This design comes from an exercise in tuning for small area, a short achievable clock period and few clock cycles per item on the open sky130 flow, not from production work. Function was checked by simulation only, so behaviour that the tests miss may differ from the original.

// cordi_arch
module cordi_arch
(
	input [15:0] theta,
	input bgn,
	input clk,
	input rst_b,
	output [15:0] cos,
	output fin
);
clock: 10.0 ns
lec_check: 0
abc_area: 1
cap_margin: 20
core_margin: 2
core_utilization: 40
cts_buf_list: sky130_fd_sc_hd__clkbuf_8
cts_cluster_size: 30
gpl_timing_driven: 0
slew_margin: 20
tns_end_percent: 0
standard.sh (not shown) runs the stock make flow with config.mk's settings and CLKGATE_MAP_FILE= SYNTH_SCRIPT=/design/flow/synth_recipe.tcl, a recipe that flattens the netlist after the stock synthesis.
==> flow/flow/run.sh <==
#!/bin/bash
# Standard ORFS layout, with buf_2 port buffers and repair_timing aiming for a
# larger setup margin (on the worst path only: TNS_END_PERCENT 0 in config.mk).
set -euo pipefail
bash standard.sh "BUFFER_PORTS_ARGS=-buffer_cell sky130_fd_sc_hd__buf_2" SETUP_SLACK_MARGIN=6.7 finish > standard_flow.log 2>&1
Testbench counts at the start, summed over its fixed seeds: cycles 34,816, items 2,048.
Next try:
--- a/flow/flow/run.sh
+++ b/flow/flow/run.sh
@@ -5 +5 @@
-bash standard.sh "BUFFER_PORTS_ARGS=-buffer_cell sky130_fd_sc_hd__buf_2" SETUP_SLACK_MARGIN=6.7 finish > standard_flow.log 2>&1
+bash standard.sh "BUFFER_PORTS_ARGS=-buffer_cell sky130_fd_sc_hd__buf_2" SETUP_SLACK_MARGIN=6.9 finish > standard_flow.log 2>&1
Clock skew hardly moves; maximum frequency grows by 4.7%; via count grows by 0.62%; routed wire length grows by 2.5%; synthesized area is unchanged; non-clock buffer count grows by 6; die area does not change.

* * *

Setup of JK:
The RTL this note starts from:
==> flow/design.v <==
module cordi_arch
(
	input [15:0] theta,
	input bgn,
	input clk,
	input rst_b,
	output [15:0] cos,
	output fin
);
reg [15:0] x, y, z;
reg busy, first, last, fin_r;
reg e1, e2, n0;
reg xsub, xsub_n, yneg, yneg_n;
reg [3:0] hsx, lsx;
wire [3:0] ln = (~busy | first) ? 4'b0001 : {lsx[2:0], lsx[3]};
wire [3:0] hn = (~busy | first) ? 4'b0001 : lsx[3] ? {hsx[2:0], hsx[3]} : hsx;
wire neg = z[15];
function [15:0] atan_tab;
	input [3:0] h, l;
	integer k;
	reg [15:0] a;
	begin
		atan_tab = 16'h0000;
		for (k = 3; k < 16; k = k + 1) begin
			a = (k == 3) ? 16'h07f5 : (k == 4) ? 16'h03ff : (16'h4000 >> k);
			if (h[(k - 3) / 4] & l[(k - 3) % 4]) atan_tab = atan_tab | a;
		end
	end
endfunction
wire [15:0] atan = first ? (e1 ? (e2 ? 16'h04ea : 16'h2446) : (e2 ? 16'h4042 : 16'h5f9e)) :
                   atan_tab(hsx, lsx);
function [15:0] ash;
	input [15:0] v;
	input [3:0] h, l;
	reg [15:0] m;
	integer j;
	begin
		for (j = 0; j < 16; j = j + 1)
			m[j] = (h[0] & v[j+3 > 15 ? 15 : j+3]) | (h[1] & v[j+7 > 15 ? 15 : j+7]) |
			       (h[2] & v[j+11 > 15 ? 15 : j+11]) | (h[3] & v[15]);
		for (j = 0; j < 16; j = j + 1)
			ash[j] = (l[0] & m[j]) | (l[1] & m[j+1 > 15 ? 15 : j+1]) |
			         (l[2] & m[j+2 > 15 ? 15 : j+2]) | (l[3] & m[j+3 > 15 ? 15 : j+3]);
	end
endfunction
wire [15:0] ysc = ash(y ^ {{8{~xsub_n}}, {8{xsub}}}, hsx, lsx);
wire [15:0] xsc = ash(x ^ {{8{~yneg_n}}, {8{yneg}}}, hsx, lsx);
wire ysgn = y[15] ^ ~xsub_n;
wire xsgn = x[15] ^ ~yneg_n;
wire [16:0] x_sum = {x, 1'b1} + {{4{ysgn}}, ysc[11:0], xsub};
wire [16:0] y_sum = {y, 1'b1} + {{4{xsgn}}, xsc[11:0], yneg};
wire [16:0] z_sum = {z, 1'b1} + {atan ^ {16{~neg}}, ~neg};
wire [15:0] x_add = x_sum[16:1];
wire [15:0] y_add = y_sum[16:1];
wire [15:0] z_add = z_sum[16:1];
wire [15:0] z_nxt = busy ? z_add : theta;
wire busy_nxt = busy ? ~last : bgn;
reg [15:0] x3, y3;
always @(*)
	case ({n0, e1 ^ n0, e2 ^ n0})
	3'b000: begin x3 = 16'd1245;  y3 = 16'd16166;   end
	3'b001: begin x3 = 16'd8705;  y3 = 16'd13680;   end
	3'b010: begin x3 = 16'd13680; y3 = 16'd8705;    end
	3'b011: begin x3 = 16'd16166; y3 = 16'd1245;    end
	3'b100: begin x3 = 16'd16168; y3 = -16'sd1244;  end
	3'b101: begin x3 = 16'd13680; y3 = -16'sd8706;  end
	3'b110: begin x3 = 16'd8705;  y3 = -16'sd13680; end
	default: begin x3 = 16'd1243; y3 = -16'sd16166; end
	endcase
function lt15;
	input [14:0] t, c;
	reg eq;
	integer k;
	begin
		lt15 = 1'b0;
		eq = 1'b1;
		for (k = 14; k >= 0; k = k - 1) begin
			lt15 = lt15 | (eq & c[k] & ~t[k]);
			eq = eq & ~(c[k] ^ t[k]);
		end
	end
endfunction
wire [14:0] t = theta[14:0];
wire n1_nxt = theta[15] ? lt15(t, 15'h4dbc) : lt15(t, 15'h3244);
wire n2_a = theta[15] ? lt15(t, 15'h3010) : lt15(t, 15'h1498);
wire n2_b = theta[15] ? lt15(t, 15'h6b68) : lt15(t, 15'h4ff0);
wire n2_nxt = n1_nxt ? n2_a : n2_b;
always @(posedge clk) begin
	x <= first ? x3 : x_add;
	y <= first ? y3 : ((busy & ~last) ? y_add : 16'h0000);
	z <= z_nxt;
	xsub <= ~z_nxt[15] & busy_nxt;
	xsub_n <= z_nxt[15] | ~busy_nxt;
	yneg <= z_nxt[15] & busy_nxt;
	yneg_n <= ~z_nxt[15] | ~busy_nxt;
	e1 <= n1_nxt ^ theta[15];
	e2 <= n2_nxt ^ theta[15];
	n0 <= theta[15];
	hsx <= hn; lsx <= ln;
	first <= bgn & ~busy;
	last <= busy & hsx[2] & lsx[3];
end
always @(posedge clk or negedge rst_b) begin
	if (!rst_b) begin
		busy <= 1'b0;
		fin_r <= 1'b0;
	end else begin
		busy <= busy_nxt;
		fin_r <= busy & last;
	end
end
assign cos = x;
assign fin = fin_r;
endmodule
Settings: LEC_CHECK=0, ABC_AREA=1, CAP_MARGIN=20, CORE_MARGIN=2, CORE_UTILIZATION=50, CTS_BUF_LIST=sky130_fd_sc_hd__clkbuf_8, CTS_CLUSTER_SIZE=30, GPL_TIMING_DRIVEN=0, SLEW_MARGIN=20, TNS_END_PERCENT=0; clock period 10.0 ns.
==> flow/flow/run.sh <==
#!/bin/bash
# Standard ORFS layout, with buf_2 port buffers and repair_timing aiming for a
# larger setup margin (on the worst path only: TNS_END_PERCENT 0 in config.mk).
set -euo pipefail
bash standard.sh "BUFFER_PORTS_ARGS=-buffer_cell sky130_fd_sc_hd__buf_2" SETUP_SLACK_MARGIN=6.9 finish > standard_flow.log 2>&1
Testbench counts of JK, summed over its fixed seeds: cycles 32,768, items 2,048.
diff inputs: JK => MS
Settings: CORE_UTILIZATION: 50 -> 40.
==> flow/flow/run.sh <==
#!/bin/bash
# Standard ORFS layout, with buf_2 port buffers and repair_timing aiming for a
# larger setup margin (on the worst path only: TNS_END_PERCENT 0 in config.mk).
set -euo pipefail
bash standard.sh "BUFFER_PORTS_ARGS=-buffer_cell sky130_fd_sc_hd__buf_2" SETUP_SLACK_MARGIN=6.85 finish > standard_flow.log 2>&1
[summary]
MS and JK ended up with nearly the same area fraction in and, or, nand and nor cells after synthesis. Non-clock buffer count, MS and JK, higher one = JK. The via count of the first global-routing pass of MS exceeds that of JK by 101. Re worst slew slack as a fraction of its limit: MS and JK aren't equal, and the higher value belongs to MS. Fmax of MS falls short of that of JK slightly.
For AL, these inputs were changed with respect to MS:
==> flow/flow/run.sh <==
#!/bin/bash
# Standard ORFS layout, with buf_2 port buffers and repair_timing aiming for a
# larger setup margin (on the worst path only: TNS_END_PERCENT 0 in config.mk).
set -euo pipefail
bash standard.sh "BUFFER_PORTS_ARGS=-buffer_cell sky130_fd_sc_hd__buf_2" SETUP_SLACK_MARGIN=6.9 finish > standard_flow.log 2>&1
Notes after the runs:
- Beginning of the critical path = hsx[0]$_SDFFE_PP1P_: MS; beginning of the critical path = x[8]$_DFF_P_: AL
- Growth of design area from synthesis to finish was higher in AL than in MS.
- MS vs AL, end point of the critical path: x[7]$_DFF_P_ vs cos[8]
- The total number of vias on AL is in line with that on MS.
- AL vs MS on worst setup slack after layout: AL is the higher one.

==> afterwards: timing with drivers on the ports <==
No port has a modelled driver above. Below, the same layouts with a new extraction and two added sets of constraints.
Step 1: set_driving_cell puts a clkbuf_16 on clk and a buf_2 on each other input, an assumption about the parent block.
Step 2 moves the port delays by t, midway between the first and last clock arrival at a register: inputs arrive t later, outputs are due t later. That takes back most of the time a late clock gives input paths.
Three values: no drivers, after step 1, after step 2; two values: the first two.
run	t, ns	setup WS [ns]	worst hold slack (ns)	latest minus earliest clock arrival (ns)	worst slew at a driven data input, ns
the first run of note 1	0.402	6.786 / 6.786 / 6.786	0.469 / 0.469 / 0.469	0.012 / 0.012	0.03
the second run of note 1	0.400	6.931 / 6.893 / 6.951	0.468 / 0.468 / 0.468	0.010 / 0.010	0.03
JK	0.421	7.004 / 6.967 / 6.817	0.535 / 0.535 / 0.535	0.017 / 0.017	0.03
MS	0.419	6.964 / 6.956 / 6.867	0.483 / 0.483 / 0.483	0.012 / 0.013	0.04
AL	0.412	7.006 / 6.967 / 6.865	0.483 / 0.483 / 0.483	0.013 / 0.013	0.04
After both steps setup and hold are still met in every run listed. The setup slack of JK, which loses most, moves by -0.037 ns with the drivers and by -0.187 ns with both steps.
